What follows belongs to an exercise in optimizing a design on an open flow for small area, a short achievable clock period and few clock cycles; a production flow would make more cautious choices. Only simulation tests tie the RTL to the original design; equivalence was not proved. Power is estimated from default activity; no workload was simulated.

[flow/run.sh]
#!/bin/bash
# synth_recipe.tcl (not shown) runs the flow's synth.tcl, then flattens the netlist and writes it again
# the make line also repeats each setting of config.mk as NAME=value (left out here)
make -C /OpenROAD-flow-scripts/flow DESIGN_CONFIG=/design/flow/config.mk WORK_HOME=/design/flow/orfs CLKGATE_MAP_FILE= SYNTH_SCRIPT=/design/flow/synth_recipe.tcl finish
[flow/constraint.sdc]
create_clock -name core_clock -period 10.0 [get_ports {clk}]
set_input_delay 2.0000 -clock core_clock [delete_from_list [all_inputs] [get_ports {clk}]]
set_output_delay 2.0000 -clock core_clock [all_outputs]
set_load 0.01 [all_outputs]
[flow/config.mk]
export PLATFORM = sky130hd
export DESIGN_NAME = cpu
export DESIGN_NICKNAME = cpu
export VERILOG_FILES = /design/flow/design.v
export SDC_FILE = /design/flow/constraint.sdc
export NUM_CORES = 4
export LEC_CHECK = 0
export CAP_MARGIN = 20
export CORE_MARGIN = 2
export CORE_UTILIZATION = 40
export PLACE_DENSITY = 0.6
export SLEW_MARGIN = 20
[flow/design.v]
module alu (
    input [31:0] a, b,      
    input [2:0] f,             
    output reg [31:0] y,      
    output reg [2:0] t             
);
always @ (*)
begin
    t = 3'b000;
    case(f)
    3'b000: 
    begin
        y = a - b; 
        if(y == 0)
            t[0] = 1;
        if(a < b)
            t[2] = 1;
        if($signed(a) < $signed(b))
            t[1] = 1;
    end
    3'b001: y = a + b;
    3'b010: y = a & b;
    3'b011: y = a | b;
    3'b100: y = a ^ b;
    3'b101: y = a >> b;
    3'b110: y = a << b;
    3'b111: y = $signed(a) >>> b; 
    endcase
end
endmodule
module alu_control(
        input [6:0] opcode,
        input [2:0] funct3,
        input [6:0] funct7,
        output reg [2:0] alu_op);
    parameter R_TYPE = 7'b0110011;  
    parameter I_TYPE = 7'b0010011;  
    parameter I_LOAD = 7'b0000011;  
    parameter S_TYPE = 7'b0100011;  
    parameter I_JALR = 7'b1100111;  
    parameter B_TYPE = 7'b1100011;  
    parameter U_LUI = 7'b0110111;  
    parameter U_AUIPC = 7'b0010111;  
    parameter J_JAL  = 7'b1101111;  
    parameter SUB = 3'b000;
    parameter ADD = 3'b001;
    parameter AND = 3'b010;
    parameter OR  = 3'b011;
    parameter XOR = 3'b100;
    parameter SRL = 3'b101;
    parameter SL = 3'b110;
    parameter SRA = 3'b111;
    always @(*) begin
        alu_op = ADD;
        case(opcode)
            R_TYPE : begin
                case(funct3)
                    3'b000: alu_op = (funct7 == 0) ? ADD : SUB;  
                    3'b100: alu_op = XOR;  
                    3'b110: alu_op = OR;  
                    3'b111: alu_op = AND;  
                endcase
            end
            I_TYPE: begin
                case(funct3)
                    3'b000: alu_op = ADD;     
                    3'b001: alu_op = SL;     
                    3'b101: alu_op = (funct7 == 0) ? SRL : SRA;  
                endcase
            end
            B_TYPE: alu_op = SUB;
            default: alu_op = ADD;
        endcase
    end
endmodule
module branch_control(
        input [6:0] opcode,
        input [2:0] cc,
        input [2:0] funct3,
        output reg branch
    );
    parameter B_TYPE = 7'b1100011;  
    always @(*) begin
        if(opcode != B_TYPE)
            branch = 0;
        else begin
            case(funct3)
                0: branch = cc[0];  
                4: branch = cc[1];  
                6: branch = cc[2];
                default: branch = 0;
            endcase
        end
    end
endmodule
module control(
        input [6:0] opcode,
        input [2:0] funct3,
        input [6:0] funct7,
        output reg [2:0] reg_sel,
        output reg [2:0] pc_sel,
        output reg mem_write,
        output reg alu_src,
        output [2:0] alu_op,
        output reg reg_write
    );
    parameter R_TYPE = 7'b0110011;  
    parameter I_TYPE = 7'b0010011;  
    parameter I_LOAD = 7'b0000011;  
    parameter S_TYPE = 7'b0100011;  
    parameter I_JALR = 7'b1100111;  
    parameter B_TYPE = 7'b1100011;  
    parameter U_LUI = 7'b0110111;  
    parameter U_AUIPC = 7'b0010111;  
    parameter J_JAL  = 7'b1101111;  
    parameter FALSE = 1'b0;
    parameter TRUE = 1'b1;
    parameter rf_rd2 = 1'b0;
    parameter ext_imm = 1'b1;
    parameter next_pc = 3'b000;
    parameter mem_out = 3'b001;
    parameter alu_out = 3'b010;
    parameter imm_pc = 3'b011;
    parameter imm_only = 3'b100;
    always @(*) begin
        reg_sel = 0;
        pc_sel = 0;
        mem_write = 0;
        alu_src = 0;
        reg_write = 0;
        case(opcode)
            R_TYPE: begin
                reg_sel = alu_out;  
                pc_sel = next_pc;  
                mem_write = FALSE; 
                alu_src = rf_rd2;  
                reg_write = TRUE;
            end
            I_TYPE: begin
                reg_sel = alu_out;  
                pc_sel = next_pc;  
                mem_write = FALSE;
                alu_src = ext_imm;  
                reg_write = TRUE;
            end
            I_LOAD: begin
                reg_sel = mem_out;  
                pc_sel = next_pc;  
                mem_write = FALSE;
                alu_src = ext_imm;  
                reg_write = TRUE;
            end
            I_JALR: begin
                reg_sel = next_pc;  
                pc_sel = alu_out;  
                mem_write = FALSE;
                alu_src = ext_imm;  
                reg_write = TRUE;
            end
            S_TYPE: begin
                pc_sel = next_pc;  
                mem_write = TRUE;
                alu_src = ext_imm; 
                reg_write = FALSE;
            end
            B_TYPE: begin
                pc_sel = imm_pc;
                mem_write = FALSE;
                alu_src = rf_rd2;  
                reg_write = FALSE;
            end
            U_LUI: begin
                reg_sel = imm_only;  
                pc_sel = next_pc;  
                mem_write = FALSE;
                alu_src = ext_imm;
                reg_write = TRUE;
            end
            U_AUIPC: begin
                reg_sel = imm_pc;  
                pc_sel = next_pc;  
                mem_write = FALSE;
                alu_src = ext_imm;
                reg_write = TRUE;
            end
            J_JAL: begin
                reg_sel = next_pc;  
                pc_sel = imm_pc;  
                mem_write = FALSE;
                reg_write = TRUE;
            end
            default: begin
                reg_sel = 0;
                pc_sel = 0;
                mem_write = 0;
                alu_src = 0;
                reg_write = 0;
            end
        endcase
    end
    alu_control alu_control_inst(opcode, funct3, funct7,  alu_op);
endmodule
module forward (
    input [4:0] EX_rs1, EX_rs2, MEM_rd, WB_rd,
    input MEM_reg_write, WB_reg_write,
    input [2:0] MEM_reg_sel, WB_reg_sel,
    input [31:0] EX_a, EX_b, MEM_alu_out, WB_rf_wd, MEM_pc, MEM_dm_rd, MEM_imm,
    output reg [31:0] alu_in1, alu_in2
);
    parameter NEXT_PC = 3'b000;
    parameter MEM_OUT = 3'b001;
    parameter ALU_OUT = 3'b010;
    parameter IMM_PC = 3'b011;
    parameter IMM_ONLY = 3'b100;
    always@(*) begin
        if (MEM_rd == EX_rs1 && (MEM_rd != 0) && MEM_reg_write) begin
            case (MEM_reg_sel)
                ALU_OUT: alu_in1 = MEM_alu_out;
                NEXT_PC: alu_in1 = MEM_pc + 4;
                MEM_OUT: alu_in1 = MEM_dm_rd;
                IMM_PC: alu_in1 = MEM_pc + MEM_imm;
                IMM_ONLY: alu_in1 = MEM_imm;
                default: alu_in1 = MEM_alu_out;
            endcase
        end
        else if (WB_rd == EX_rs1 && (WB_rd != 0) && WB_reg_write) begin
            alu_in1 = WB_rf_wd;
        end
        else
            alu_in1 = EX_a;
        if (MEM_rd == EX_rs2 && (MEM_rd != 0) && MEM_reg_write) begin
            case (MEM_reg_sel)
                ALU_OUT: alu_in2 = MEM_alu_out;
                NEXT_PC: alu_in2 = MEM_pc + 4;
                MEM_OUT: alu_in2 = MEM_dm_rd;
                IMM_PC: alu_in2 = MEM_pc + MEM_imm;
                IMM_ONLY: alu_in2 = MEM_imm;
                default: alu_in2 = MEM_alu_out;
            endcase
        end
        else if (WB_rd == EX_rs2 && (WB_rd != 0) && WB_reg_write) begin
            alu_in2 = WB_rf_wd;
        end 
        else
            alu_in2 = EX_b;
    end
endmodule
module imm_gen (
    input [31:0] raw,
    input [6:0] opcode,
    input [2:0] funct3,
    output reg [31:0] ext_imm
);
parameter R_TYPE = 7'b0110011;  
parameter I_TYPE = 7'b0010011;  
parameter I_LOAD = 7'b0000011;  
parameter S_TYPE = 7'b0100011;  
parameter I_JALR = 7'b1100111;  
parameter B_TYPE = 7'b1100011;  
parameter U_LUI = 7'b0110111;  
parameter U_AUIPC = 7'b0010111;  
parameter J_JAL  = 7'b1101111;  
always @(*) begin
    case(opcode)
        R_TYPE: ext_imm = 0;
        I_TYPE: begin
            if (funct3)
                ext_imm = {27'b0, raw[24:20]};
            else 
                ext_imm = {{20{raw[31]}}, raw[31:20]};
        end
        I_JALR: ext_imm = {{20{raw[31]}}, raw[31:20]};
        I_LOAD: ext_imm = {{20{raw[31]}}, raw[31:20]};
        S_TYPE: ext_imm = {{20{raw[31]}}, raw[31:25], raw[11:7]};
        B_TYPE: ext_imm = {{19{raw[31]}}, raw[31], raw[7], raw[30:25], raw[11:8], {1'b0}};
        U_LUI: ext_imm = {raw[31:12], 12'b0};
        U_AUIPC: ext_imm = {raw[31:12], 12'b0};
        J_JAL: ext_imm = {{11{raw[31]}}, raw[31], raw[19:12], raw[20], raw[30:21], {1'b0}};
        default: ext_imm = 0;
    endcase
end
endmodule
module next_pc_sel(
        input [2:0] pc_sel,
        input branch,
        input [31:0] alu_out,
        input [31:0] pc,
        input [31:0] ext_imm,
        input [6:0] opcode,
        output reg [31:0] npc
    );
    parameter B_TYPE = 7'b1100011;  
    parameter J_JAL  = 7'b1101111;  
    parameter NEXT_PC = 3'b000;
    parameter MEM_OUT = 3'b001;
    parameter ALU_OUT = 3'b010;
    parameter IMM_PC = 3'b011;
    parameter IMM_ONLY = 3'b100;
    always@(*) begin
        case (pc_sel)
            ALU_OUT: npc = alu_out;
            NEXT_PC: npc = pc + 4;
            IMM_PC: begin
                if(opcode == B_TYPE)
                    npc = branch ? pc - 8 + ext_imm : pc + 4;
                else if (opcode == J_JAL)
                    npc = pc - 8 + ext_imm;
                else
                    npc = pc + 4;
            end
            default: npc = pc + 4;
        endcase
    end
endmodule
module IF_ID_reg (
    input rstn,
    input clk,
    input stall,
    input flush,
    input [31:0] pcd,
    input [31:0] ir,
    output reg [31:0] _pcd,
    output reg [4:0] _ra1, _ra2,
    output reg [31:0] _ir,
    output reg [4:0] _ire
);
always @ (posedge clk) begin
    if(!rstn) begin
        _pcd <= 0;
        _ir <= 0;
        _ra1 <= 0;
        _ra2 <= 0;
        _ire <= 0;
    end
    else begin
        if (!stall) begin
            if (flush) begin
                _pcd <= 0;
                _ir <= 0;
                _ra1 <= 0;
                _ra2 <= 0;
                _ire <= 0;
            end
            else begin
                _pcd <= pcd;
                _ir <= ir;
                _ra1 <= ir[19:15];
                _ra2 <= ir[24:20];
                _ire <= ir[11:7]; 
            end
        end
    end
end
endmodule
module ID_EX_reg (
    input rstn,
    input clk,
    input stall,
    input flush,
    input [31:0] ir,
    input alu_src,
    input [2:0] alu_op,
    input [2:0] pc_sel,
    input mem_write,
    input reg_write,
    input [2:0] reg_sel,
    input [4:0] rs1, rs2,
    input [31:0] pce,
    input [31:0] a, b,
    input [31:0] imm,
    input [4:0] ire,
    output reg [6:0] _EX,
    output reg _mem_write,
    output reg [3:0] _WB,
    output reg [4:0] _rs1, _rs2,
    output reg [31:0] _pce,
    output reg [31:0] _a, _b,
    output reg [31:0] _imm,
    output reg [4:0] _ire,
    output reg [31:0] _ir
);
always @ (posedge clk) begin
    if (!rstn) begin
        _EX <= 0;
        _mem_write <= 0;
        _WB <= 0;
        _rs1 <= 0;
        _rs2 <= 0;
        _pce <= 0;
        _a <= 0;
        _b <= 0;
        _imm <= 0;
        _ire <= 0;
        _ir <= 0;
    end
    else begin
        if (!stall && !flush) begin
            _EX <= {alu_src, alu_op, pc_sel};
            _mem_write <= mem_write;
            _WB <= {reg_write, reg_sel};
            _pce <= pce;
            _a <= a;
            _b <= b;
            _imm <= imm;
            _ire <= ire;
            _rs1 <= rs1;
            _rs2 <= rs2;
            _ir <= ir;
        end
        else begin
            _EX <= 0;
            _mem_write <= 0;
            _WB <= 0;
            _rs1 <= 0;
            _rs2 <= 0;
            _pce <= 0;
            _a <= 0;
            _b <= 0;
            _imm <= 0;
            _ire <= 0;
            _ir <= 0;
        end
    end
end
endmodule
module EX_MEM_reg (
    input rstn,
    input clk,
    input mem_write,
    input [3:0] WB,
    input [31:0] pcm,
    input [31:0] y,
    input [31:0] mdw,
    input [31:0] imm,
    input [4:0] irm,
    input [31:0] ir,
    input [6:0] opcode,
    output reg _mem_write,
    output reg [3:0] _WB,
    output reg [31:0] _pcm,
    output reg [31:0] _y,
    output reg [31:0] _mdw,
    output reg [4:0] _irm,
    output reg [31:0] _imm,
    output reg [31:0] _ir,
    output reg [6:0] _opcode
);
always @ (posedge clk) begin
    if (!rstn) begin
        _mem_write <= 0;
        _WB <= 0;
        _pcm <= 0;
        _y <= 0;
        _mdw <= 0;
        _irm <= 0;
        _imm <= 0;
        _ir <= 0;
        _opcode <= 0;
    end
    else begin
    _mem_write <= mem_write;
    _WB <= WB;
    _y <= y;
    _mdw <= mdw;
    _irm <= irm;
    _imm <= imm;
    _pcm <= pcm;
    _ir <= ir;
    _opcode <= opcode;
    end
end
endmodule
module MEM_WB_reg (
    input clk,
    input rstn,
    input [3:0] WB,
    input [31:0] pcw,
    input [31:0] mdr,
    input [31:0] vw,
    input [4:0] irw,
    input [31:0] _imm,
    input [31:0] ir,
    input [6:0] opcode,
    output reg [31:0] _pcw,
    output reg _reg_write,
    output reg [2:0] _reg_sel,
    output reg [31:0] _mdr,
    output reg [31:0] _vw,
    output reg [4:0] _irw,
    output reg [31:0] __imm,
    output reg [31:0] _ir,
    output reg [6:0] _opcode
);
always @ (posedge clk) begin
    if(!rstn) begin
        _pcw <= 0;
        _reg_write <= 0;
        _reg_sel <= 0;
        _mdr <= 0;
        _vw <= 0;
        _irw <= 0;
        __imm <= 0;
        _ir <= 0;
        _opcode <= 0;
    end
    else begin
    _reg_write <= WB[3];
    _reg_sel <= WB[2:0];
    _mdr <= mdr;
    _vw <= vw;
    _irw <= irw;
    __imm <= _imm;
    _pcw <= pcw;
    _ir <= ir;
    _opcode <= opcode;
    end
end
endmodule
module  reg_file(
    input  clk,                  
    input [4:0]  ra1, ra2,       
    output [31:0] rd1, rd2,      
    input [4:0]  wa,             
    input [31:0] wd,             
    input we                     
);
reg [31:0] rf [1:31];            
always  @(posedge  clk)
begin
    if (we && wa != 0)  rf[wa]  <=  wd;    
end
    assign rd1 = (ra1 == wa && we && wa != 0) ? wd : ((ra1 == 0) ? 0 : rf[ra1]);
    assign rd2 = (ra2 == wa && we && wa != 0) ? wd : ((ra2 == 0) ? 0 : rf[ra2]);
endmodule
module reg_file_sel(
        input [2:0] reg_sel,
        input [31:0] alu_out,
        input [31:0] pc,
        input [31:0] dm_rd,
        input [31:0] ext_imm,
        output reg [31:0] rf_wd
    );
    parameter NEXT_PC = 3'b000;
    parameter MEM_OUT = 3'b001;
    parameter ALU_OUT = 3'b010;
    parameter IMM_PC = 3'b011;
    parameter IMM_ONLY = 3'b100;
    always@(*) begin
        case (reg_sel)
            ALU_OUT: rf_wd = alu_out;
            NEXT_PC: rf_wd = pc + 4;
            MEM_OUT: rf_wd = dm_rd;
            IMM_PC: rf_wd = pc + ext_imm;
            IMM_ONLY: rf_wd = ext_imm;
            default: rf_wd = alu_out;
            endcase
    end
endmodule
module stall_flush (
    input branch,
    input [6:0] opcode,
    input [4:0] ire, rf_rs1, rf_rs2,
    output reg stall, flush
);
    parameter J_JAL = 7'b1101111;  
    parameter I_JALR = 7'b1100111;  
    parameter I_LOAD = 7'b0000011;  
    always@(*) begin
        stall = 0;
        if (branch || (opcode == J_JAL) || (opcode == I_JALR)) begin
            flush = 1;
        end
        else begin
            flush = 0;
        end
    end
endmodule
module cpu (
        input clk, rstn,
        output [31:0] imem_addr,
        input  [31:0] imem_rdata,
        output [31:0] dmem_addr,
        output [31:0] dmem_wdata,
        output        dmem_we,
        input  [31:0] dmem_rdata
    );
    wire stall, flush;
    wire flag;
    wire branch;
    wire [31:0] a_forward, b_forward;
    reg [31:0] IF_pc;
    wire [31:0] IF_ir;
    wire [31:0] IF_npc_temp;
    wire [31:0] IF_npc;
    wire [4:0] ID_rf_rs1, ID_rf_rs2, ID_rf_rd;
    wire [31:0] ID_pc, ID_ir;
    wire [31:0] ID_rf_rd1, ID_rf_rd2;
    wire [31:0] ID_imm;
    wire [6:0] ID_opcode;
    wire [2:0] ID_funct3;
    wire [6:0] ID_funct7;
    wire [2:0] ID_reg_sel;
    wire [2:0] ID_pc_sel, ID_alu_op;
    wire ID_mem_write;
    wire ID_alu_src;
    wire ID_reg_write;
    wire [31:0] EX_a, EX_b, EX_imm;
    wire [31:0] EX_pc, EX_ir;
    wire [4:0] EX_rf_rs1, EX_rf_rs2, EX_rf_rd;
    wire [6:0] EX_EX;
    wire EX_mem_write;
    wire [3:0] EX_WB;
    wire [31:0] EX_alu_in1, EX_alu_in2, EX_alu_out;
    wire [2:0] EX_alu_flag;
    wire [2:0] EX_alu_op, EX_pc_sel;
    wire EX_alu_src;
    wire [6:0] EX_opcode;
    wire [2:0] EX_funct3;
    wire MEM_mem_write; 
    wire [3:0] MEM_WB;
    wire [31:0] MEM_d, MEM_dm_rd;
    wire [4:0] MEM_rf_rd;
    wire [31:0]  MEM_addr;
    wire [31:0] MEM_pc, MEM_imm, MEM_y, MEM_ir;
    wire [6:0] MEM_opcode;
    wire [4:0] WB_rf_rd;
    wire [31:0] WB_vw, WB_data, WB_rf_wd;
    wire [31:0] WB_pc, WB_imm, WB_ir;
    wire [6:0] WB_opcode;
    wire WB_reg_write;
    wire [2:0] WB_reg_sel;
    assign imem_addr = IF_pc;
    assign IF_ir = imem_rdata;
    assign dmem_addr = MEM_addr;
    assign dmem_wdata = MEM_d;
    assign dmem_we = MEM_mem_write;
    assign MEM_dm_rd = dmem_rdata;
    assign IF_npc = rstn ? IF_npc_temp : 0;
    always@(posedge clk) begin
        if (~rstn) begin
            IF_pc <= 0;
        end
        else if(!stall) begin
            IF_pc <= IF_npc;
        end
    end
    assign ID_opcode = ID_ir[6:0];
    assign ID_funct3 = ID_ir[14:12];
    assign ID_funct7 = ID_ir[31:25];
    stall_flush stall_flush_inst(
        .branch(branch),
        .opcode(EX_opcode),
        .ire(EX_rf_rd),
        .rf_rs1(ID_rf_rs1),
        .rf_rs2(ID_rf_rs2),
        .stall(stall),
        .flush(flush)
    );
    IF_ID_reg IF_ID_reg_inst(
        .clk(clk), 
        .rstn(rstn),
        .stall(stall),
        .flush(flush),
        .pcd(IF_pc), 
        .ir(IF_ir), 
        ._pcd(ID_pc), 
        ._ir(ID_ir), 
        ._ra1(ID_rf_rs1), 
        ._ra2(ID_rf_rs2), 
        ._ire(ID_rf_rd)
    );
    reg_file rf_inst(
        .clk(clk), 
        .ra1(ID_rf_rs1), 
        .ra2(ID_rf_rs2), 
        .rd1(ID_rf_rd1), 
        .rd2(ID_rf_rd2), 
        .wa(WB_rf_rd),      
        .wd(WB_rf_wd), 
        .we(WB_reg_write)     
    );
    imm_gen imm_gen_inst(
        .raw(ID_ir), 
        .opcode(ID_opcode), 
        .funct3(ID_funct3), 
        .ext_imm(ID_imm)
    );
    control control_isnt(
        .opcode(ID_opcode), 
        .funct3(ID_funct3), 
        .funct7(ID_funct7), 
        .reg_sel(ID_reg_sel), 
        .pc_sel(ID_pc_sel), 
        .mem_write(ID_mem_write), 
        .alu_src(ID_alu_src), 
        .alu_op(ID_alu_op), 
        .reg_write(ID_reg_write)
    );
    assign EX_opcode = EX_ir[6:0];
    assign EX_funct3 = EX_ir[14:12];
    assign EX_alu_src = EX_EX[6];
    assign EX_alu_op = EX_EX[5:3];
    assign EX_pc_sel = EX_EX[2:0];
    ID_EX_reg ID_EX_reg_inst(
        .clk(clk), 
        .rstn(rstn),
        .stall(stall),
        .flush(flush),
        .alu_src(ID_alu_src), 
        .alu_op(ID_alu_op),
        .pc_sel(ID_pc_sel),
        .mem_write(ID_mem_write),
        .reg_write(ID_reg_write),
        .reg_sel(ID_reg_sel),
        .pce(ID_pc),
        .ir(ID_ir),
        .a(ID_rf_rd1),
        .b(ID_rf_rd2),
        .rs1(ID_rf_rs1),
        .rs2(ID_rf_rs2),
        .imm(ID_imm),
        .ire(ID_rf_rd),
        ._EX(EX_EX),
        ._mem_write(EX_mem_write),
        ._WB(EX_WB),
        ._pce(EX_pc),
        ._ir(EX_ir),
        ._a(EX_a),
        ._b(EX_b),
        ._imm(EX_imm),
        ._ire(EX_rf_rd),
        ._rs1(EX_rf_rs1),
        ._rs2(EX_rf_rs2)
    );
    assign EX_alu_in1 = a_forward;
    assign EX_alu_in2 = EX_alu_src ? EX_imm : b_forward;
    alu alu_inst(
        .a(EX_alu_in1), 
        .b(EX_alu_in2), 
        .f(EX_alu_op), 
        .y(EX_alu_out), 
        .t(EX_alu_flag)
    );
    branch_control branch_control_inst(
        .opcode(EX_opcode), 
        .cc(EX_alu_flag), 
        .funct3(EX_funct3), 
        .branch(branch)
    );
    next_pc_sel npc_sel_inst(
        .pc_sel(EX_pc_sel), 
        .branch(branch),
        .opcode(EX_opcode),
        .alu_out(EX_alu_out), 
        .pc(IF_pc), 
        .ext_imm(EX_imm), 
        .npc(IF_npc_temp)  
    );
    EX_MEM_reg EX_MEM_reg_inst (
        .clk(clk),
        .rstn(rstn),
        .mem_write(EX_mem_write),
        .WB(EX_WB),
        .imm(EX_imm),
        .pcm(EX_pc),
        .y(EX_alu_out),
        .mdw(b_forward),
        .irm(EX_rf_rd),
        .ir(EX_ir),
        .opcode(EX_opcode),
        ._mem_write(MEM_mem_write),
        ._WB(MEM_WB),
        ._y(MEM_addr),
        ._pcm(MEM_pc),
        ._imm(MEM_imm),
        ._mdw(MEM_d),
        ._irm(MEM_rf_rd),
        ._ir(MEM_ir),
        ._opcode(MEM_opcode)
    );
    MEM_WB_reg MEM_WB_reg_inst(
        .clk(clk),
        .rstn(rstn),
        .WB(MEM_WB),
        ._imm(MEM_imm),
        .pcw(MEM_pc),
        .mdr(MEM_dm_rd),
        .vw(MEM_addr),
        .irw(MEM_rf_rd),
        .ir(MEM_ir),
        .opcode(MEM_opcode),
        ._reg_write(WB_reg_write),
        ._reg_sel(WB_reg_sel),
        ._mdr(WB_data),
        ._vw(WB_vw),
        ._irw(WB_rf_rd),
        ._pcw(WB_pc),
        .__imm(WB_imm),
        ._ir(WB_ir),
        ._opcode(WB_opcode)
    );
    reg_file_sel rf_sel_inst(
        .reg_sel(WB_reg_sel), 
        .alu_out(WB_vw),
        .pc(WB_pc), 
        .dm_rd(WB_data), 
        .ext_imm(WB_imm), 
        .rf_wd(WB_rf_wd)
    );
    forward forward_inst(
        .EX_rs1(EX_rf_rs1),
        .EX_rs2(EX_rf_rs2),
        .MEM_rd(MEM_rf_rd),
        .WB_rd(WB_rf_rd),
        .MEM_reg_write(MEM_WB[3]),
        .WB_reg_write(WB_reg_write),
        .MEM_reg_sel(MEM_WB[2:0]),
        .WB_reg_sel(WB_reg_sel),
        .EX_a(EX_a),
        .EX_b(EX_b),
        .MEM_alu_out(MEM_addr),
        .WB_rf_wd(WB_rf_wd),
        .alu_in1(a_forward),
        .alu_in2(b_forward),
        .MEM_pc(MEM_pc),
        .MEM_dm_rd(MEM_dm_rd),
        .MEM_imm(MEM_imm)
    );
endmodule
==> summary.txt <==
## worst paths after layout
| path | start | end | slack [ns] | depth (start not counted) |
|---|---|---|---|---|
| setup reg to reg | EX_MEM_reg_inst._WB[0] | IF_pc[19] | 0.76 | 24 |
| hold / removal | ID_EX_reg_inst._pce[14] | EX_MEM_reg_inst._pcm[14] | 0.42 | 1 |
| setup / recovery | EX_MEM_reg_inst._WB[0] | IF_pc[19] | 0.76 | 24 |
| hold reg to reg | ID_EX_reg_inst._pce[14] | EX_MEM_reg_inst._pcm[14] | 0.42 | 1 |
## cells by family (layout without fill, tap and decap cells)
family	Yosys count	after routing	synth area share
DFF	1527	1527	0.475
xor gates and xnor gates	174	174	0.0179
and+or+nand+nor	2194	2194	0.126
buffers and inverters	799	982	0.0365
other	0	25	0
adders and majority gates	227	227	0.0338
muxes	823	823	0.165
AOI/OAI and AO/OA	1846	1846	0.145
## power breakdown
part	switching (mW)	total (mW)	internal [mW]
clock	2.72	6.15	3.43
combinational	1.48	2.21	0.735
sequential	0.145	6.86	6.72
## synth_stat cells (all sizes together) (58+ instances only)
master / count / share of area
nand3: 170 / 0.010
xnor2: 139 / 0.014
a31oi: 72 / 0.0054
nor3: 152 / 0.0092
mux2i: 315 / 0.037
mux4: 463 / 0.12
buf: 175 / 0.0090
edfxtp: 992 / 0.35
dfxtp: 535 / 0.13
nand2: 419 / 0.018
inv: 262 / 0.012
and3: 69 / 0.0051
clkbuf: 357 / 0.016
o211ai: 90 / 0.0080
nor2: 673 / 0.030
a211oi: 77 / 0.0070
o22ai: 71 / 0.0052
ha: 222 / 0.033
o31ai: 61 / 0.0054
nand4: 62 / 0.0046
o21ai: 309 / 0.018
a21o: 73 / 0.0064
a21oi: 538 / 0.032
and2: 334 / 0.025
o221ai: 58 / 0.0060
## cell type report
class	count	area, sq um	share of cell area
multi-input cells	5264	42200	0.437
flip-flops and latches	1527	40500	0.420
clock buffers	212	4470	0.0463
repair buffers	414	3680	0.0381
well taps	2821	3530	0.0366
inverters	267	1000	0.0104
clock inverters	89	976	0.0101
diodes	25	62.6	0.000649
## stage by stage
| step | std cells | utilization |
|---|---|---|
| finish | 10619 | 0.455 |
| global route | 10595 | 0.455 |
| CTS | 10590 | 0.454 |
| detailed placement | 10289 | 0.429 |
| global placement | 10289 | 0.429 |
| floorplan | 7590 | - |
## routing by layer
layer | routed length, microns | GRT usage | part of all wire | up-vias
met5 | 94 | 0 | 0.00024 | -
met4 | 29700 | 0.222 | 0.077 | 16
met3 | 40200 | 0.0883 | 0.10 | 1133
met2 | 171000 | 0.531 | 0.44 | 4726
met1 | 144000 | 0.436 | 0.37 | 35329
li1 | - | - | - | 29198
==> out/summary.md <==
When the netlist entered floorplanning its net count stood at 7883. The headroom to the max-slew limit is 0.132, and the clock tree buffer depth is 3. Register area share after synthesis: 0.475.

The initial antenna violation count was 38; the number of rows in the core area was 169. Clock tree synthesis inserted a total of 164 buffers. Setup repair after global routing left no endpoint under its margin. The library cells used most frequently in the layout, excluding fill and tap cells, are sky130_fd_sc_hd__edfxtp_1, sky130_fd_sc_hd__nor2_1, sky130_fd_sc_hd__a21oi_1.

Library cell appearing most often on the critical path: sky130_fd_sc_hd__o21ai_0. Data on the critical path arrives at its endpoint at 9.97 ns. The cell at the root of the clock tree was sky130_fd_sc_hd__clkbuf_16. The post-synthesis area per instance is 11.2 sq um, and the final number of hold-violating endpoints is 0.

The run gives 0.0908 sq mm as the placement-stage cell area. The port buffer count was 162; the number of max-slew violations in the final report was 0. More flip-flops sit in one register than any other, and that register is rf_inst.rf. The tools report the number of global-route vias before repair as 67046. The remaining global-route overflow came out at 0.

Share of layout cells above drive strength 1: 0.154. Once detail routing completed, the nets flagged for antenna violations numbered 0. In the routed layout, each cell is associated on average with a via count of 6.63. The final wirelength was 385000 microns. At the worst endpoint, the required time is 10.72 ns. The slowest stage of the critical path is the sky130_fd_sc_hd__o21ai_0 cell.

The logs give 0.346 for the global routing usage summed across all routing layers and 0.212 sq mm for the area of the core region. The net count of the finished layout is 7931. The final-report setup violation count is 0.

Counting I/O delays and the setup requirement, the final critical path takes 9.24 ns. Fill cells in the final layout number 19431. Measured along the y axis, the die boundary spans 466 microns.

The tools report the number of sinks on the clock net as 1527. The register with the most flip-flops in the layout has 992 of them. 163 I/O pins were placed. Path type of the worst setup path: flop to flop. The tools report the estimated wirelength of the detail-placed design as 277000 microns. The layout-stage area growth over the synthesis result works out to 13.2%. The worst setup path is launched from a flop. The flow ran to the end and the layout has no timing, DRC or antenna violations. The critical path goes through nor2b_1, and2_1, a221oi_1, nor2_1, a21oi_1, o21ai_0, o21ai_0, buf_4, ha_1, o21ai_0, o211ai_1, a221o_1, a211oi_1, o211a_1, nor2_1, o21a_1, o311ai_0, nor4b_2, buf_4, o31ai_4, buf_4, mux2i_1, o21ai_0, a41o_1.

The starting density of the core was 0.402. Entering global routing, the biggest net connects 197 pins. The post-route fraction of the period consumed by the critical path was 0.924.

After detailed routing, the average wire length per cell comes to 36.3 microns. The tools report the clock latency on the worst-skew pair as 0.85 ns. In this run the worst path has a maximum fanout of 29.

Before antenna repair, the detailed router went through 9 iterations. The synthesized design contains 992 enable-type register cells. The run gives 0 as the number of hold buffers added after CTS. Yosys printed 15 warnings. After synthesis the netlist holds a flip-flop and latch count of 1527. For the total negative setup slack, the log shows 0 ns. On the worst path, the slowest cell contributes a delay of 1.02 ns. OpenSTA, run right after detailed placement, puts the worst setup slack at 0.702 ns.

The logs give 0.0852 sq mm for the cell area after synthesis and 109 for the distinct cell type count after synthesis. The total via count in the routed design is 70402, and the final weighted congestion in routability-driven placement is 1.06. Summing all non-filler instances in the final layout gives an area of 0.0964 sq mm. TritonCTS built the clock tree.

The number of buffers and inverters on the critical path is 3. The share of synthesized registers carrying an async set or reset was 0; the max-cap violation count was 0. Timing would allow up to 0.108 GHz.

The H-tree was split into 4 levels. The critical path endpoint category was a flop. Final hold slack: 0.423 ns. The die is 466 microns wide.

After clock tree synthesis, the clock-pin slew on the worst setup and hold paths is 0.07 ns. Power spread over the standard cell area amounts to 158 mW/mm^2. Slew at the pin with the worst max-slew slack: 1.29 ns.

In the routed design, unresolved DRC markers number 0. The maximum resistive drop on vdd is 0.205 mV. The post-CTS setup-driven buffer insertion count came out at 0. The cell type group with the largest total delay on the critical path is compound AO/OA/AOI/OAI gates. The number of gates resized after CTS was 0. The first global-routing pass estimated 530000 microns of wire.

The tools report the final total power as 15.2 mW. The logs give 10212 for the number of violations reported at the end of detailed-routing iteration 0 and 34.0 nW for the static power due to leakage. Leaving out fill and tap cells, the most frequent cell in the layout is sky130_fd_sc_hd__edfxtp_1.

The die covers 0.217 sq mm. The most used flip-flop cell after synthesis is sky130_fd_sc_hd__edfxtp_1. Worst hold-check path type: flop to flop. After layout, the worst setup slack is 0.757 ns. Clock skew on the completed layout was measured at 0.0592 ns. Synthesis produced a netlist whose cell count is 7590.
Testbench counts, summed over its fixed seeds: cycles 197,364.

[afterwards: timing with drivers on the ports]
How much do the figures lean on ideal ports? The routed layout below was timed once more, with nothing changed but the port constraints. Step 1 (the two cells are an assumption about what drives the block):
set clk [get_ports {clk}]
set_driving_cell -lib_cell sky130_fd_sc_hd__clkbuf_16 $clk
set_driving_cell -lib_cell sky130_fd_sc_hd__buf_2 [delete_from_list [all_inputs] $clk]
Step 2, shift: input delay + t, output delay - t, t = (earliest + latest rising clock arrival at the registers) / 2. This alone moves slack from input paths to output paths. Slacks: no drivers / after step 1 / after step 2; pairs: no drivers / after step 1.
t, ns: 0.911
slack for setup (ns): 0.757 / 0.757 / 0.241
clock arrival spread, ns: 0.067 / 0.067
After both steps setup and hold are still met in this run. The setup slack of this run moves by 0.000 ns with the drivers and by -0.516 ns with both steps.
